What follows belongs to an exercise in optimizing a design on an open flow for small area, a short achievable clock period and few clock cycles per item; a production flow would make more cautious choices. Where RTL was checked, it was by simulation tests only, not by an equivalence proof against the original. For run 3, only the layout was checked, not whether the RTL still works. No activity file was given, so power comes from the tool's default toggle rates.

--- flow/flow/run.sh ---
#!/bin/bash
# The standard layout (standard.sh) with: every port buffered by one fixed cell type,
# power recovery (downsizing of non-critical cells) after global routing, and optional
# extra ORFS settings. The flow's full output goes to standard.log in this folder.
export BUFFER_PORTS_ARGS="-buffer_cell sky130_fd_sc_hd__buf_1"
export RECOVER_POWER=100
export CTS_ARGS="-sink_clustering_enable -repair_clock_nets -sink_buffer_max_cap_derate 1.0 -dont_use_dummy_load -buf_list sky130_fd_sc_hd__clkbuf_8 -root_buf sky130_fd_sc_hd__clkbuf_8"
bash standard.sh > standard.log 2>&1
--- flow/standard.sh ---
#!/bin/bash
# synth_recipe.tcl (not shown) runs the flow's synth.tcl, then flattens the netlist and writes it again
# the make line also repeats each setting of config.mk as NAME=value (left out here)
make -C /OpenROAD-flow-scripts/flow DESIGN_CONFIG=/design/flow/config.mk WORK_HOME=/design/flow/orfs CLKGATE_MAP_FILE= SYNTH_SCRIPT=/design/flow/synth_recipe.tcl "${@:-finish}"
--- flow/config.mk ---
export PLATFORM = sky130hd
export DESIGN_NAME = sampledec
export DESIGN_NICKNAME = sampledec
export VERILOG_FILES = /design/flow/design.v
export SDC_FILE = /design/flow/constraint.sdc
export NUM_CORES = 4
export LEC_CHECK = 0
export CAP_MARGIN = 20
export CORE_MARGIN = 2
export CORE_UTILIZATION = 50
export SLEW_MARGIN = 20
export SYNTH_HIERARCHICAL = 1
--- flow/constraint.sdc ---
create_clock -name core_clock -period 7.0 [get_ports {clk}]
set_input_delay 1.4000 -clock core_clock [delete_from_list [all_inputs] [get_ports {clk}]]
set_output_delay 1.4000 -clock core_clock [all_outputs]
set_load 0.01 [all_outputs]
--- flow/design.v ---
module sampledec(received,clk,start,ctrl,corrected,decodedOp,nerr,done);
  input [14:0] received; input clk; input start; input ctrl;
  output [7:0] corrected; output [1:0] nerr; output [14:0] decodedOp; output done;
  reg done_q, ctrl_q;
  always @(posedge clk) begin ctrl_q <= ctrl; if (start) done_q <= 1'b1; end
  assign done = done_q;
  wire t_1; bx2 u_t_1(.a(received[3]),.b(received[10]),.y(t_1));
  wire t_2; bx2 u_t_2(.a(received[7]),.b(received[9]),.y(t_2));
  wire t_3; bx2 u_t_3(.a(t_1),.b(t_2),.y(t_3));
  wire t_4; bx2 u_t_4(.a(received[2]),.b(received[13]),.y(t_4));
  wire t_5; bx2 u_t_5(.a(received[4]),.b(received[5]),.y(t_5));
  wire t_6; bx2 u_t_6(.a(t_4),.b(t_5),.y(t_6));
  wire x1; bx2 u_x1(.a(t_3),.b(t_6),.y(x1));
  wire t_7; bx2 u_t_7(.a(received[2]),.b(received[14]),.y(t_7));
  wire t_8; bx2 u_t_8(.a(received[9]),.b(received[11]),.y(t_8));
  wire t_9; bx2 u_t_9(.a(t_7),.b(t_8),.y(t_9));
  wire t_10; bx2 u_t_10(.a(received[6]),.b(received[13]),.y(t_10));
  wire t_11; bx2 u_t_11(.a(received[7]),.b(received[8]),.y(t_11));
  wire t_12; bx2 u_t_12(.a(t_10),.b(t_11),.y(t_12));
  wire x5; bx2 u_x5(.a(t_9),.b(t_12),.y(x5));
  wire t_13; bx2 u_t_13(.a(received[0]),.b(received[13]),.y(t_13));
  wire t_14; bx2 u_t_14(.a(received[1]),.b(received[9]),.y(t_14));
  wire t_15; bx2 u_t_15(.a(t_13),.b(t_14),.y(t_15));
  wire t_16; bx2 u_t_16(.a(received[4]),.b(received[8]),.y(t_16));
  wire t_17; bx2 u_t_17(.a(received[10]),.b(received[11]),.y(t_17));
  wire t_18; bx2 u_t_18(.a(t_16),.b(t_17),.y(t_18));
  wire x7; bx2 u_x7(.a(t_15),.b(t_18),.y(x7));
  wire t_19; bx2 u_t_19(.a(received[1]),.b(received[5]),.y(t_19));
  wire t_20; bx2 u_t_20(.a(received[10]),.b(received[12]),.y(t_20));
  wire t_21; bx2 u_t_21(.a(t_19),.b(t_20),.y(t_21));
  wire x8; bx2 u_x8(.a(t_21),.b(t_9),.y(x8));
  wire t_22; bx2 u_t_22(.a(t_1),.b(t_5),.y(t_22));
  wire lm6; bx2 u_lm6(.a(t_12),.b(t_22),.y(lm6));
  wire lm7 = t_6;
  wire lm8 = t_18;
  wire t_23; bx2 u_t_23(.a(t_13),.b(t_16),.y(t_23));
  wire lm9; bx2 u_lm9(.a(t_21),.b(t_23),.y(lm9));
  wire t_24; bx2 u_t_24(.a(t_19),.b(t_11),.y(t_24));
  wire lm10 = t_24;
  wire x2; bx2 u_x2(.a(x1),.b(x5),.y(x2));
  wire x14; bx2 u_x14(.a(x1),.b(x7),.y(x14));
  wire x10; bx2 u_x10(.a(x1),.b(x8),.y(x10));
  wire x13; bx2 u_x13(.a(x5),.b(x7),.y(x13));
  wire x4; bx2 u_x4(.a(x5),.b(x8),.y(x4));
  wire x11; bx2 u_x11(.a(x7),.b(x8),.y(x11));
  wire s1z = ~(x1 | x5 | x7 | x8);
  wire s3z = ~(lm6 | lm7 | lm8 | lm9);
  wire zz = s1z & s3z;
  wire cn0 = ~(x5 | x10);
  wire cn1 = ~(x1 | x11);
  wire cn2 = ~(x2 | x7);
  wire cn3 = ~(x8 | x13);
  wire cn4 = ~(x4 | x14);
  wire sz0 = (x1 | zz);
  wire sz1 = (x4 | zz);
  wire sz2 = (x2 | zz);
  wire t_25; bxn2 u_t_25(.a(lm6),.b(cn0),.y(t_25));
  wire t_26; bx2 u_t_26(.a(lm7),.b(cn1),.y(t_26));
  wire t_27; bx2 u_t_27(.a(lm8),.b(cn2),.y(t_27));
  wire t_28; bxn2 u_t_28(.a(lm9),.b(cn3),.y(t_28));
  wire t_29; bx2 u_t_29(.a(lm10),.b(cn4),.y(t_29));
  reg [14:0] r; reg [10:0] sq;
  always @(posedge clk) if (start) begin r <= received; sq <= {t_29, t_28, t_27, t_26, t_25, x11, x7, x14, sz2, sz1, sz0}; end
  wire fn0; bxn2 u_fn0(.a(sq[2]),.b(sq[6]),.y(fn0));
  wire fn1; bx2 u_fn1(.a(sq[5]),.b(sq[7]),.y(fn1));
  wire fn2; bx2 u_fn2(.a(sq[4]),.b(sq[8]),.y(fn2));
  wire fn3; bxn2 u_fn3(.a(sq[5]),.b(sq[9]),.y(fn3));
  wire fn4; bx2 u_fn4(.a(sq[3]),.b(sq[10]),.y(fn4));
  wire fn5; bxn2 u_fn5(.a(sq[1]),.b(sq[6]),.y(fn5));
  wire fn7; bx2 u_fn7(.a(sq[2]),.b(sq[8]),.y(fn7));
  wire fn8; bxn2 u_fn8(.a(sq[1]),.b(sq[9]),.y(fn8));
  wire fn10; bxn2 u_fn10(.a(sq[0]),.b(sq[6]),.y(fn10));
  wire fn11; bx2 u_fn11(.a(sq[0]),.b(sq[7]),.y(fn11));
  wire fn13; bxn2 u_fn13(.a(sq[4]),.b(sq[9]),.y(fn13));
  wire fn14; bx2 u_fn14(.a(sq[1]),.b(sq[10]),.y(fn14));
  wire nfl0; bnand4 u_nfl0(.a(fn8),.b(fn4),.c(fn2),.d(fn1),.y(nfl0));
  wire nfl1; bnand4 u_nfl1(.a(sq[10]),.b(fn5),.c(fn3),.d(fn2),.y(nfl1));
  wire nfl2; bnand4 u_nfl2(.a(fn10),.b(sq[7]),.c(fn4),.d(fn3),.y(nfl2));
  wire nfl3; bnand4 u_nfl3(.a(fn11),.b(fn7),.c(fn5),.d(fn4),.y(nfl3));
  wire nfl4; bnand4 u_nfl4(.a(sq[8]),.b(fn8),.c(sq[7]),.d(fn5),.y(nfl4));
  wire nfl5; bnand4 u_nfl5(.a(fn13),.b(sq[10]),.c(fn7),.d(sq[7]),.y(nfl5));
  wire nfl6; bnand4 u_nfl6(.a(fn14),.b(fn10),.c(fn8),.d(fn7),.y(nfl6));
  wire nfl7; bnand4 u_nfl7(.a(fn0),.b(fn11),.c(sq[10]),.d(fn8),.y(nfl7));
  wire nfl8; bnand4 u_nfl8(.a(fn1),.b(sq[8]),.c(fn10),.d(sq[10]),.y(nfl8));
  wire nfl9; bnand4 u_nfl9(.a(fn2),.b(fn13),.c(fn11),.d(fn10),.y(nfl9));
  wire nfl10; bnand4 u_nfl10(.a(fn3),.b(fn14),.c(sq[8]),.d(fn11),.y(nfl10));
  wire nfl11; bnand4 u_nfl11(.a(fn4),.b(fn0),.c(fn13),.d(sq[8]),.y(nfl11));
  wire nfl12; bnand4 u_nfl12(.a(fn5),.b(fn1),.c(fn14),.d(fn13),.y(nfl12));
  wire nfl13; bnand4 u_nfl13(.a(sq[7]),.b(fn2),.c(fn0),.d(fn14),.y(nfl13));
  wire nfl14; bnand4 u_nfl14(.a(fn7),.b(fn3),.c(fn1),.d(fn0),.y(nfl14));
  wire dn0; bx2 u_dn0(.a(r[0]),.b(nfl0),.y(dn0));
  wire dn1; bx2 u_dn1(.a(r[1]),.b(nfl1),.y(dn1));
  wire dn2; bx2 u_dn2(.a(r[2]),.b(nfl2),.y(dn2));
  wire dn3; bx2 u_dn3(.a(r[3]),.b(nfl3),.y(dn3));
  wire dn4; bx2 u_dn4(.a(r[4]),.b(nfl4),.y(dn4));
  wire dn5; bx2 u_dn5(.a(r[5]),.b(nfl5),.y(dn5));
  wire dn6; bx2 u_dn6(.a(r[6]),.b(nfl6),.y(dn6));
  wire dn7; bx2 u_dn7(.a(r[7]),.b(nfl7),.y(dn7));
  wire dn8; bx2 u_dn8(.a(r[8]),.b(nfl8),.y(dn8));
  wire dn9; bx2 u_dn9(.a(r[9]),.b(nfl9),.y(dn9));
  wire dn10; bx2 u_dn10(.a(r[10]),.b(nfl10),.y(dn10));
  wire dn11; bx2 u_dn11(.a(r[11]),.b(nfl11),.y(dn11));
  wire dn12; bx2 u_dn12(.a(r[12]),.b(nfl12),.y(dn12));
  wire dn13; bx2 u_dn13(.a(r[13]),.b(nfl13),.y(dn13));
  wire dn14; bx2 u_dn14(.a(r[14]),.b(nfl14),.y(dn14));
  assign decodedOp = ~{dn14, dn13, dn12, dn11, dn10, dn9, dn8, dn7, dn6, dn5, dn4, dn3, dn2, dn1, dn0};
  wire t_30; bx2 u_t_30(.a(sq[4]),.b(sq[5]),.y(t_30));
  wire ty0; bx2 u_ty0(.a(t_30),.b(sq[6]),.y(ty0));
  wire t_31; bx2 u_t_31(.a(sq[0]),.b(sq[5]),.y(t_31));
  wire ty1; bxn2 u_ty1(.a(t_31),.b(sq[7]),.y(ty1));
  wire t_32; bx2 u_t_32(.a(sq[2]),.b(sq[4]),.y(t_32));
  wire ty2; bxn2 u_ty2(.a(t_32),.b(sq[8]),.y(ty2));
  wire t_33; bx2 u_t_33(.a(sq[0]),.b(sq[2]),.y(t_33));
  wire ty3; bx2 u_ty3(.a(t_33),.b(sq[9]),.y(ty3));
  wire n0; bnor4 u_n0(.a(ty0),.b(ty1),.c(ty2),.d(ty3),.y(n0));
  wire n1; bn1 u_n1(.nf({nfl14, nfl13, nfl12, nfl11, nfl10, nfl9, nfl8, nfl7, nfl6, nfl5, nfl4, nfl3, nfl2, nfl1, nfl0}),.n0(n0),.y(n1));
  assign nerr = {n1, n0};
  wire co0; bmuxi u_co0(.s(ctrl_q),.a(dn0),.b(dn7),.y(co0));
  wire co1; bmuxi u_co1(.s(ctrl_q),.a(dn1),.b(dn8),.y(co1));
  wire co2; bmuxi u_co2(.s(ctrl_q),.a(dn2),.b(dn9),.y(co2));
  wire co3; bmuxi u_co3(.s(ctrl_q),.a(dn3),.b(dn10),.y(co3));
  wire co4; bmuxi u_co4(.s(ctrl_q),.a(dn4),.b(dn11),.y(co4));
  wire co5; bmuxi u_co5(.s(ctrl_q),.a(dn5),.b(dn12),.y(co5));
  wire co6; bmuxi u_co6(.s(ctrl_q),.a(dn6),.b(dn13),.y(co6));
  assign corrected = {decodedOp[14] & ctrl_q, co6, co5, co4, co3, co2, co1, co0};
endmodule
module bx2(input a, input b, output y); assign y = a ^ b; endmodule
module bnor4(input a, input b, input c, input d, output y); assign y = ~(a|b|c|d); endmodule
module bmux(input s, input a, input b, output y); assign y = s ? b : a; endmodule
module bmuxi(input s, input a, input b, output y); assign y = ~(s ? b : a); endmodule
module bn1(input [14:0] nf, input n0, output y); assign y = ~(&nf) & ~n0; endmodule
module bxn2(input a, input b, output y); assign y = ~(a ^ b); endmodule
module bnand4(input a, input b, input c, input d, output y); assign y = ~(a&b&c&d); endmodule
==> flow_metrics.env, run 1 <==
export IMPL_clock_path_buffers=2
export IMPL_area_taken_by_multi_input_logic_gates_um2=937.1
export IMPL_finish_instance_area_um2=2061
export IMPL_endpoint_kind="primary output"
export IMPL_worstPathMaxFanout=7
export IMPL_cts_repair_resize_count=0
export IMPL_synth_top_family_by_area="XOR/XNOR gates"
export IMPL_place_detailed_hpwl_um=2956
export IMPL_io_pins=44
export IMPL_synth_simple_gate_area_share_pct=9.055
export IMPL_min_period_ns=3.331
export IMPL_hold_path_cell_count=1
export IMPL_die_width_um=65.31
export IMPL_final_min_period_over_clock_period_pct=47.59
export IMPL_synth_seq_area_share_pct=42.61
export IMPL_timing_critical_path_required_ns=5.60
export IMPL_post_route_cells_drive_above_1_share_pct=1.463
export IMPL_drt_wirelength_per_cell_um=14.11
export IMPL_drt_first_pass_iters=6
export IMPL_wl_um=3569
export IMPL_final_nets=225
export IMPL_synth_compound_gate_area_share_pct=1.798
export IMPL_core_rowCount=22
export IMPL_critPathKind="reg2out"
export IMPL_layoutNonFillerInstCount=253
export IMPL_dp_cells=250
export IMPL_design_die_area_um2=4265
export IMPL_whs_endpoint="ctrl_q"
export IMPL_dieHeight_um=65.31
export IMPL_htree_num_levels=1
export IMPL_run_status="no timing/DRC/antenna violations"
export IMPL_numCtsBuffers=3
export IMPL_first_pass_grt_wire_length_um=5733
export IMPL_dr_first_iter_drc_count=170
export IMPL_setup_violations_final=0
export IMPL_placed_area_um2=2029
export IMPL_drcViolationCount=0
export IMPL_unrepaired_setup_endpoints_after_global_routing="false"
export IMPL_antenna_found_initial=0
export IMPL_holdBufCountCts=0
export IMPL_tightest_slew_ns=1.375
export IMPL_routabilityCongestion=0.8925
export IMPL_synth_distinct_cells=16
export IMPL_timing_critical_path_arrival_ns=1.93
export IMPL_synth_xor_area_share_pct=35.42
export IMPL_synth_cells=169
export IMPL_timing_max_transition_violations_final=0
export IMPL_report_final_hold_viol_count=0
export IMPL_dr_total_vias=1279
export IMPL_grtUsageTotal_pct=17.58
export IMPL_synthToLayoutAreaGrowth_pct=9.654
export IMPL_power_leakage_nw=0.7881
export IMPL_num_fill_cells=325
export IMPL_timing_hold_worst_start="ctrl"
export IMPL_grt_remaining_overflow=0
export IMPL_synthAdderAreaFrac_pct=0
export IMPL_avgSynthCellArea_um2=11.12
export IMPL_multiplexer_area_fraction_after_synthesis_pct=3.728
export IMPL_antenna_cells_inserted=0
export IMPL_yosysWarnings=7
export IMPL_vias_per_cell=5.055
export IMPL_post_cts_setup_buffers=0
export IMPL_hold_path_class="in2reg"
export IMPL_clock_tree_root_cell="sky130_fd_sc_hd__clkbuf_8"
export IMPL_mappedNetlistArea_um2=1879
export IMPL_clock_sinks=27
export IMPL_tritoncts="built"
export IMPL_worst_ir_drop_vdd_mv=0.2143
export IMPL_placeableCoreArea_um2=3633
export IMPL_ant_nets=0
export IMPL_synth_seq_cells=27
export IMPL_clk_pin_slew_worst_paths_ns=0.09
export IMPL_power_per_cell_area_nw_per_um2=427.7
export IMPL_ff_latch_area_um2=800.8
export IMPL_io_buffers=42
export IMPL_fmax_ghz=0.3002
export IMPL_slew_headroom_pct=8.332
export IMPL_synthesis_nets=187
export IMPL_maxCapViolCount=0
export IMPL_totalNegativeSetupSlack_ns=0
export IMPL_type_of_origin_of_the_critical_path="register"
export IMPL_grt_max_degree=27
export IMPL_initial_utilization_pct=51.72
export IMPL_grt_pass1_vias=1245
## routing by layer
metal	wire length (µm)	GRT usage, %	vias up
met2	1693	29.85	56
met4	0	3.646	0
met1	1613	24.13	585
li1	-	-	638
met5	0	0	-
met3	263	2.397	0
## synth_stat cells
library cell               number  share of area [%]
sky130_fd_sc_hd__xor2_1        66                 31
sky130_fd_sc_hd__edfxtp_1      26                 42
sky130_fd_sc_hd__nand4_1       18                6.0
sky130_fd_sc_hd__inv_1         16                3.2
sky130_fd_sc_hd__buf_4         10                4.0
sky130_fd_sc_hd__xnor2_1       10                4.7
sky130_fd_sc_hd__mux2i_1        7                3.7
sky130_fd_sc_hd__nor2_1         5                1.0
sky130_fd_sc_hd__o21bai_1       3                1.2
sky130_fd_sc_hd__or4_1          2               0.80
sky130_fd_sc_hd__conb_1         1               0.20
sky130_fd_sc_hd__dfxtp_1        1                1.1
sky130_fd_sc_hd__nand3_1        1               0.27
sky130_fd_sc_hd__nor2b_1        1               0.33
sky130_fd_sc_hd__nor4_2         1               0.67
sky130_fd_sc_hd__o41a_1         1               0.60
## cell type report
| type | count | area share [%] |
|---|---|---|
| Sequential cell | 27 | 38.86 |
| Timing Repair Buffer | 43 | 7.832 |
| Inverter | 16 | 2.914 |
| Clock buffer | 3 | 2.004 |
| Tap cell | 48 | 2.914 |
| Multi-Input combinational cell | 116 | 45.48 |
## worst max-delay path, cell delays in order (launching register included)
cell,delay [ns]
sky130_fd_sc_hd__edfxtp_1,0.54
sky130_fd_sc_hd__xor2_1,0.27
sky130_fd_sc_hd__nand4_1,0.19
sky130_fd_sc_hd__nand4_1,0.13
sky130_fd_sc_hd__o41a_1,0.42
sky130_fd_sc_hd__buf_1,0.13
## power breakdown
| group | switching (W) | total (W) | internal [W] |
|---|---|---|---|
| combinational | 0.000311 | 0.000511 | 0.000200 |
| clock | 0.0000425 | 0.0000809 | 0.0000384 |
| sequential | 0.0000555 | 0.000289 | 0.000234 |
| total | 0.000409 | 0.000881 | 0.000472 |
## flip-flops by register name, indices dropped and copies added, names as in the netlist
| name | cells |
|---|---|
| r | 15 |
| ctrl_q | 1 |
| sq | 11 |
## cell usage in the layout (no fill, tap or decap), drive strengths merged
cell type	n
xnor2	10
nor4	1
edfxtp	26
inv	16
xor2	66
clkbuf	6
nand3	1
nand4	18
o21bai	3
buf	40
nor2	5
conb	1
or4	2
o41a	1
dfxtp	1
nor2b	1
mux2i	7
## per-module statistics from Yosys (local to each module, per instance)
module,times used,cells
bmuxi,7,1
bx2,66,1
bnand4,15,1
bxn2,10,1
bn1,1,6
sampledec,1,64
bnor4,1,1
## worst max path at each step
stage                         to  cells past startpoint  slack (ns)        start
finish                   nerr[1]                      5        3.67        sq[8]
global route        corrected[0]                      5        3.58        sq[7]
CTS                      nerr[1]                      5        3.68        sq[8]
detailed placement         sq[7]                      7        3.53  received[4]
global placement           sq[7]                      7        3.61  received[4]
floorplan                  sq[7]                      6        4.02  received[8]
## cell families after synthesis
| logic type | count (synthesis) |
|---|---|
| mux | 7 |
| compound gates | 4 |
| buf+inv | 26 |
| xor+xnor | 76 |
| other cells | 1 |
| flops | 27 |
| simple gates | 28 |
## through the flow
step	setup slack (ns)	hold slack (ns)	util, %	power (W)
after floorplan	4.016	1.428	-	0.0007182
after global routing	3.576	1.229	56.71	0.0009506
after global placement	3.615	1.491	55.85	0.0007981
after CTS	3.685	1.211	56.99	0.0008880
final	3.669	1.214	56.71	0.0008813
after detailed placement	3.530	1.493	55.85	0.0008065
Testbench counts, summed over its fixed seeds: cycles 4,000, items 4,000.
==> run 2, diff against run 1 <==
--- a/flow/config.mk
+++ b/flow/config.mk
@@ -7,6 +7,6 @@
 export LEC_CHECK = 0
 export CAP_MARGIN = 20
 export CORE_MARGIN = 2
-export CORE_UTILIZATION = 50
+export CORE_UTILIZATION = 40
 export SLEW_MARGIN = 20
 export SYNTH_HIERARCHICAL = 1
==> flow_metrics.env, run 2 <==
export IMPL_dr_total_vias=1258
export IMPL_wl_um=3494
export IMPL_clock_sinks=27
export IMPL_maxCapViolCount=0
export IMPL_routabilityCongestion=0.8841
export IMPL_power_switching_share_pct=46.24
export IMPL_dieHeight_um=72.55
export IMPL_timing_max_transition_violations_final=0
export IMPL_tightest_slew_ns=1.288
export IMPL_synth_ff_type="sky130_fd_sc_hd__edfxtp_1"
export IMPL_design_die_area_um2=5263
export IMPL_report_final_hold_viol_count=0
export IMPL_die_width_um=72.55
export IMPL_timing_critical_path_slowest_cell_delay_ns=0.53
export IMPL_ys_async_sr_fraction_pct=0
export IMPL_htree_num_levels=1
export IMPL_placeableCoreArea_um2=4444
export IMPL_post_route_cells_drive_above_1_share_pct=1.463
export IMPL_hold_path_class="in2reg"
export IMPL_p_sw_w=0.0004064
export IMPL_post_cts_setup_buffers=0
export IMPL_num_fill_cells=432
export IMPL_antenna_found_initial=0
export IMPL_mostFrequentLayoutCells="sky130_fd_sc_hd__xor2_1, sky130_fd_sc_hd__buf_1, sky130_fd_sc_hd__edfxtp_1, sky130_fd_sc_hd__nand4_1, sky130_fd_sc_hd__inv_1"
export IMPL_synth_seq_cells=27
export IMPL_run_status="no timing/DRC/antenna violations"
export IMPL_most_flop_heavy_register="r"
export IMPL_ant_nets=0
export IMPL_vias_per_cell=4.895
export IMPL_final_min_period_over_clock_period_pct=47.27
export IMPL_type_of_origin_of_the_critical_path="register"
export IMPL_synthesis_nets=187
export IMPL_drt_wirelength_per_cell_um=13.60
export IMPL_timing_critical_path_arrival_ns=1.91
export IMPL_io_buffers=42
export IMPL_ff_latch_area_um2=800.8
export IMPL_power_sequential_fraction_pct=32.8
export IMPL_largest_register_ffs=15
export IMPL_endpoint_kind="primary output"
export IMPL_clock_path_buffers=2
export IMPL_synth_top_cells_by_area="sky130_fd_sc_hd__edfxtp_1, sky130_fd_sc_hd__xor2_1, sky130_fd_sc_hd__nand4_1"
export IMPL_place_detailed_hpwl_um=2933
export IMPL_synthMostInstantiatedCell="sky130_fd_sc_hd__xor2_1"
export IMPL_totalNegativeSetupSlack_ns=0
export IMPL_critPathKind="reg2out"
export IMPL_tritoncts="built"
export IMPL_worst_path_most_repeated_cell="sky130_fd_sc_hd__nand4_1"
export IMPL_numCtsBuffers=3
export IMPL_cts_repair_resize_count=0
export IMPL_clockPowerShare_pct=8.9
export IMPL_fmax_ghz=0.3022
export IMPL_share_comb_of_total_power_pct=58.3
export IMPL_synth_distinct_cells=16
export IMPL_slew_headroom_pct=14.11
export IMPL_total_power_w=0.0008789
export IMPL_yosysTopAreaCell="sky130_fd_sc_hd__edfxtp_1"
export IMPL_mappedNetlistArea_um2=1879
export IMPL_most_common_library_cell_in_the_layout_ignoring_fill_and_taps="sky130_fd_sc_hd__xor2_1"
export IMPL_final_nets=225
export IMPL_timing_critical_path_cells="xor2_1 -> nand4_1 -> nand4_1 -> o41a_1 -> buf_1"
export IMPL_drcViolationCount=0
export IMPL_synth_seq_area_share_pct=42.61
export IMPL_grt_max_degree=27
export IMPL_netlist_area_leader_share_pct=41.54
export IMPL_synthToLayoutAreaGrowth_pct=9.920
export IMPL_design_internal_power_w=0.0004725
export IMPL_holdBufCountCts=0
export IMPL_drt_first_pass_iters=4
export IMPL_timing_critical_path_required_ns=5.60
export IMPL_initial_utilization_pct=42.29
export IMPL_worstPathMaxFanout=7
export IMPL_io_pins=44
export IMPL_clock_tree_root_cell="sky130_fd_sc_hd__clkbuf_8"
export IMPL_synth_cells=169
export IMPL_first_pass_grt_wire_length_um=5630
export IMPL_antenna_cells_inserted=0
export IMPL_grtUsageTotal_pct=14.04
export IMPL_power_per_cell_area_nw_per_um2=425.5
export IMPL_dr_first_iter_drc_count=112
export IMPL_core_rowCount=24
export IMPL_power_leakage_nw=0.7881
export IMPL_unrepaired_setup_endpoints_after_global_routing="false"
export IMPL_worst_ir_drop_vdd_mv=0.1272
export IMPL_grt_pass1_vias=1179
export IMPL_largest_registers="r x15, sq x11, ctrl_q x1"
export IMPL_synthTopCellsByCount="sky130_fd_sc_hd__xor2_1, sky130_fd_sc_hd__edfxtp_1, sky130_fd_sc_hd__nand4_1"
export IMPL_setup_violations_final=0
export IMPL_cp_slowest_cell="sky130_fd_sc_hd__edfxtp_1"
export IMPL_avgSynthCellArea_um2=11.12
export IMPL_min_period_ns=3.309
export IMPL_grt_remaining_overflow=0
export IMPL_yosysWarnings=7
export IMPL_area_taken_by_multi_input_logic_gates_um2=937.1
export IMPL_synth_edff_count=26
export IMPL_clk_pin_slew_worst_paths_ns=0.09
run 2: logic make-up (layout without fill, tap and decap cells):
logic type / after synthesis / after routing / share of synthesized area (%)
buffers and inverters: 26 / 62 / 7.190
other: 1 / 1 / 0.1995
AO/OA/AOI/OAI: 4 / 4 / 1.797
multiplexers: 7 / 7 / 3.729
flip-flops: 27 / 27 / 42.61
XOR/XNOR: 76 / 76 / 35.42
AND/OR/NAND/NOR: 28 / 28 / 9.054
run 2: worst max-delay path: cells and delay by family (launching register included):
kind | cells | cell delay (ns)
compound gates | 1 | 0.43
buf+inv | 1 | 0.14
simple gates | 2 | 0.31
flops | 1 | 0.53
xor+xnor | 1 | 0.26
run 2: cell type report:
type / count / share of cell area [%]
multi-input cells: 116 / 45.37
clock buffers: 3 / 1.999
repair buffers: 43 / 7.813
well taps: 52 / 3.150
inverters: 16 / 2.907
flip-flops and latches: 27 / 38.76
run 2: final timing paths:
path | cells past startpoint | slack (ns) | end | from
worst max-delay path | 5 | 3.69 | nerr[1] | sq[8]
worst min-delay path | 1 | 1.22 | ctrl_q | ctrl
run 2: metal layers:
layer	global-route usage (%)	vias up	wire length (µm)
li1	-	637	-
met1	19.65	554	1575
met2	23.13	63	1672
met3	0.4167	4	195
met4	5.556	0	50
met5	0	-	0
run 2: Yosys stat by module, one instance, submodules excluded:
module	area, µm²	flip-flops and latches
bnand4	6.256	0
bx2	8.758	0
sampledec	998.5	27
bn1	38.79	0
bxn2	8.758	0
bmuxi	10.01	0
bnor4	12.51	0
run 2: stage by stage:
step	util (%)	cell area (µm²)	std cells	worst slack (ns)	hold slack (ns)
after floorplan	-	1879	169	4.016	1.428
after global placement	45.78	2034	254	3.483	1.495
after detailed placement	45.78	2034	254	3.429	1.496
after CTS	46.71	2076	257	3.704	1.211
after global routing	46.48	2066	257	3.519	1.220
final	46.48	2066	257	3.691	1.217
run 2: power by group through the flow:
stage	clock network, W	logic [W]	registers [W]
floorplan	0	0.000440	0.000278
global placement	0	0.000521	0.000293
detailed placement	0	0.000517	0.000291
CTS	0.0000821	0.000520	0.000287
global route	0.0000864	0.000571	0.000294
finish	0.0000784	0.000513	0.000288
==> run 3, diff against run 2 <==
--- a/flow/design.v
+++ b/flow/design.v
@@ -51,16 +51,16 @@
   wire cn2 = ~(x2 | x7);
   wire cn3 = ~(x8 | x13);
   wire cn4 = ~(x4 | x14);
-  wire sz0 = (x1 | zz);
   wire sz1 = (x4 | zz);
-  wire sz2 = (x2 | zz);
+  wire sz4 = (x7 | zz);
+  wire sz5 = (x11 | zz);
   wire t_25; bxn2 u_t_25(.a(lm6),.b(cn0),.y(t_25));
   wire t_26; bx2 u_t_26(.a(lm7),.b(cn1),.y(t_26));
   wire t_27; bx2 u_t_27(.a(lm8),.b(cn2),.y(t_27));
   wire t_28; bxn2 u_t_28(.a(lm9),.b(cn3),.y(t_28));
   wire t_29; bx2 u_t_29(.a(lm10),.b(cn4),.y(t_29));
   reg [14:0] r; reg [10:0] sq;
-  always @(posedge clk) if (start) begin r <= received; sq <= {t_29, t_28, t_27, t_26, t_25, x11, x7, x14, sz2, sz1, sz0}; end
+  always @(posedge clk) if (start) begin r <= received; sq <= {t_29, t_28, t_27, t_26, t_25, sz5, sz4, x14, x2, sz1, x1}; end
   wire fn0; bxn2 u_fn0(.a(sq[2]),.b(sq[6]),.y(fn0));
   wire fn1; bx2 u_fn1(.a(sq[5]),.b(sq[7]),.y(fn1));
   wire fn2; bx2 u_fn2(.a(sq[4]),.b(sq[8]),.y(fn2));
==> flow_metrics.env, run 3 <==
export IMPL_io_pins=44
export IMPL_ys_async_sr_fraction_pct=0
export IMPL_synth_seq_cells=27
export IMPL_report_final_hold_viol_count=0
export IMPL_io_buffers=42
export IMPL_preCtsSetupSlack_ns=3.439
export IMPL_final_nets=225
export IMPL_post_route_cells_drive_above_1_share_pct=1.463
export IMPL_setup_violations_final=0
export IMPL_tritoncts="built"
export IMPL_power_leakage_nw=0.7881
export IMPL_hold_path_cell_count=1
export IMPL_totalNegativeSetupSlack_ns=0
export IMPL_power_switching_share_pct=46.55
export IMPL_synth_ff_type="sky130_fd_sc_hd__edfxtp_1"
export IMPL_design_die_area_um2=5263
export IMPL_largest_registers="r x15, sq x11, ctrl_q x1"
export IMPL_dieHeight_um=72.55
export IMPL_first_pass_grt_wire_length_um=5692
export IMPL_num_fill_cells=459
export IMPL_synthToLayoutAreaGrowth_pct=9.920
export IMPL_numCtsBuffers=3
export IMPL_htree_num_levels=1
export IMPL_holdBufCountCts=0
export IMPL_fmax_ghz=0.3013
export IMPL_most_flop_heavy_register="r"
export IMPL_timing_max_transition_violations_final=0
export IMPL_cp_slowest_cell="sky130_fd_sc_hd__edfxtp_1"
export IMPL_synth_top_cells_by_area="sky130_fd_sc_hd__edfxtp_1, sky130_fd_sc_hd__xor2_1, sky130_fd_sc_hd__nand4_1"
export IMPL_power_per_cell_area_nw_per_um2=427.8
export IMPL_core_rowCount=24
export IMPL_min_period_ns=3.319
export IMPL_placeableCoreArea_um2=4444
export IMPL_timing_critical_path_slowest_cell_delay_ns=0.50
export IMPL_synthTopCellsByCount="sky130_fd_sc_hd__xor2_1, sky130_fd_sc_hd__edfxtp_1, sky130_fd_sc_hd__nand4_1"
export IMPL_drt_wirelength_per_cell_um=14.26
export IMPL_worst_ir_drop_vdd_mv=0.1282
export IMPL_die_width_um=72.55
export IMPL_most_common_library_cell_in_the_layout_ignoring_fill_and_taps="sky130_fd_sc_hd__xor2_1"
export IMPL_p_sw_w=0.0004113
export IMPL_grtUsageTotal_pct=14.17
export IMPL_clock_tree_root_cell="sky130_fd_sc_hd__clkbuf_8"
export IMPL_largest_register_ffs=15
export IMPL_fin_ws_ns=3.681
export IMPL_grt_max_degree=27
export IMPL_slew_headroom_pct=11.25
export IMPL_wl_um=3664
export IMPL_share_comb_of_total_power_pct=58.2
export IMPL_yosysTopAreaCell="sky130_fd_sc_hd__edfxtp_1"
export IMPL_initial_utilization_pct=42.29
export IMPL_place_detailed_hpwl_um=3045
export IMPL_design_internal_power_w=0.0004723
export IMPL_antenna_cells_inserted=0
export IMPL_timing_critical_path_required_ns=5.60
export IMPL_mostFrequentLayoutCells="sky130_fd_sc_hd__xor2_1, sky130_fd_sc_hd__buf_1, sky130_fd_sc_hd__edfxtp_1, sky130_fd_sc_hd__nand4_1, sky130_fd_sc_hd__inv_1"
export IMPL_unrepaired_setup_endpoints_after_global_routing="false"
export IMPL_clock_sinks=27
export IMPL_run_status="no timing/DRC/antenna violations"
export IMPL_endpoint_kind="primary output"
export IMPL_synthMostInstantiatedCell="sky130_fd_sc_hd__xor2_1"
export IMPL_maxCapViolCount=0
export IMPL_synth_seq_area_share_pct=42.61
export IMPL_clk_pin_slew_worst_paths_ns=0.09
export IMPL_antenna_found_initial=0
export IMPL_yosysWarnings=7
export IMPL_routabilityCongestion=0.9255
export IMPL_clock_path_buffers=2
export IMPL_drt_first_pass_iters=4
export IMPL_ant_nets=0
export IMPL_synth_edff_count=26
export IMPL_type_of_origin_of_the_critical_path="register"
export IMPL_tightest_slew_ns=1.331
export IMPL_synthesis_nets=187
export IMPL_final_min_period_over_clock_period_pct=47.41
export IMPL_power_sequential_fraction_pct=32.6
export IMPL_clockPowerShare_pct=9.2
export IMPL_synth_distinct_cells=16
export IMPL_dr_first_iter_drc_count=105
export IMPL_timing_critical_path_cells="xnor2_1 -> nand4_1 -> xor2_1 -> mux2i_1 -> buf_1"
export IMPL_vias_per_cell=5.039
export IMPL_netlist_area_leader_share_pct=41.54
export IMPL_avgSynthCellArea_um2=11.12
export IMPL_timing_critical_path_arrival_ns=1.92
export IMPL_grt_remaining_overflow=0
export IMPL_critPathKind="reg2out"
export IMPL_hold_path_class="in2reg"
export IMPL_mappedNetlistArea_um2=1879
export IMPL_cts_repair_resize_count=0
export IMPL_worstPathMaxFanout=4
export IMPL_synth_cells=169
export IMPL_post_cts_setup_buffers=0
export IMPL_drcViolationCount=0
export IMPL_dr_total_vias=1295
export IMPL_grt_pass1_vias=1224
## run 3: worst paths after layout
check	startpoint	endpoint	slack, ns
worst min-delay path	ctrl	ctrl_q	1.22
worst max-delay path	sq[6]	corrected[6]	3.68
## run 3: logic make-up (layout without fill, tap and decap cells)
group | Yosys count | after routing | share of synthesized area (%)
buffers and inverters | 26 | 62 | 7.190
other | 1 | 1 | 0.1995
xor gates and xnor gates | 76 | 76 | 35.42
and+or+nand+nor | 28 | 28 | 9.054
AOI/OAI and AO/OA | 4 | 4 | 1.797
DFF | 27 | 27 | 42.61
muxes | 7 | 7 | 3.729
## run 3: layer usage
metal  track usage [%]  vias to the layer above  part of all wire [%]
li1                  -                      638                     -
met5                 0                        -                     0
met2             22.53                       71                    46
met1             19.84                      574                    45
met3            0.2778                       12                   5.7
met4             7.407                        0                   2.6
## run 3: final cells by class
type	instances	area [µm²]	area share [%]
inverter	16	60.06	2.907
timing repair buffer	43	161.4	7.813
tap	52	65.06	3.150
multi-input combinational	116	937.1	45.37
sequential	27	800.8	38.76
clock buffer	3	41.29	1.999
## run 3: through the flow
stage | instance area, µm² | hold WS [ns] | utilization, % | total power, W | cells
2_1_floorplan | 1879 | 1.428 | - | 0.0007182 | 169
3_3_place_gp | 2034 | 1.495 | 45.78 | 0.0008126 | 254
3_5_place_dp | 2034 | 1.504 | 45.78 | 0.0008111 | 254
4_1_cts | 2076 | 1.218 | 46.71 | 0.0008927 | 257
5_1_grt | 2066 | 1.216 | 46.48 | 0.0009563 | 257
6_report | 2066 | 1.219 | 46.48 | 0.0008837 | 257
## run 3: power by group through the flow
stage | logic (W) | clock network [W] | registers (W)
global route | 0.000572 | 0.0000899 | 0.000294
CTS | 0.000522 | 0.0000832 | 0.000288
finish | 0.000514 | 0.0000810 | 0.000288
floorplan | 0.000440 | 0 | 0.000278
detailed placement | 0.000519 | 0 | 0.000292
global placement | 0.000520 | 0 | 0.000293
## run 3: Yosys stat by module (local to each module, per instance)
module	cells	cell area, µm²
bnor4	1	12.51
bxn2	1	8.758
bx2	1	8.758
bn1	6	38.79
bmuxi	1	10.01
bnand4	1	6.256
sampledec	64	998.5
## run 3: worst max-delay path, delay by kind of cell (launching register included)
family                 cells  cell delay [ns]
XOR/XNOR                   2             0.64
flip-flops                 1             0.50
AND/OR/NAND/NOR            1             0.23
buffers and inverters      1             0.16
multiplexers               1             0.13

[separate check: timing with driven ports]
Ports are ideal in the flow. The routed layouts listed here were re-timed in OpenROAD. Step 1, drivers: a clkbuf_16 drives clk and a buf_2 each remaining input, both assumed. Step 2, shift: input delay + t, output delay - t, t = (earliest + latest rising clock arrival at the registers) / 2. This alone moves slack from input paths to output paths. a / b / c = ideal ports / drivers / drivers and shift; a / b = the first two.
run	t, ns	slack for setup (ns)	worst data-port slew with drivers (ns)	cell pins on the clock port's net
run 1	0.280	3.669 / 3.647 / 3.510	0.03	1
run 2	0.281	3.691 / 3.668 / 3.454	0.03	1
run 3	0.284	3.681 / 3.657 / 3.436	0.03	1
After both steps setup and hold are still met in every run listed. The setup slack of run 3, which loses most, moves by -0.024 ns with the drivers and by -0.245 ns with both steps.
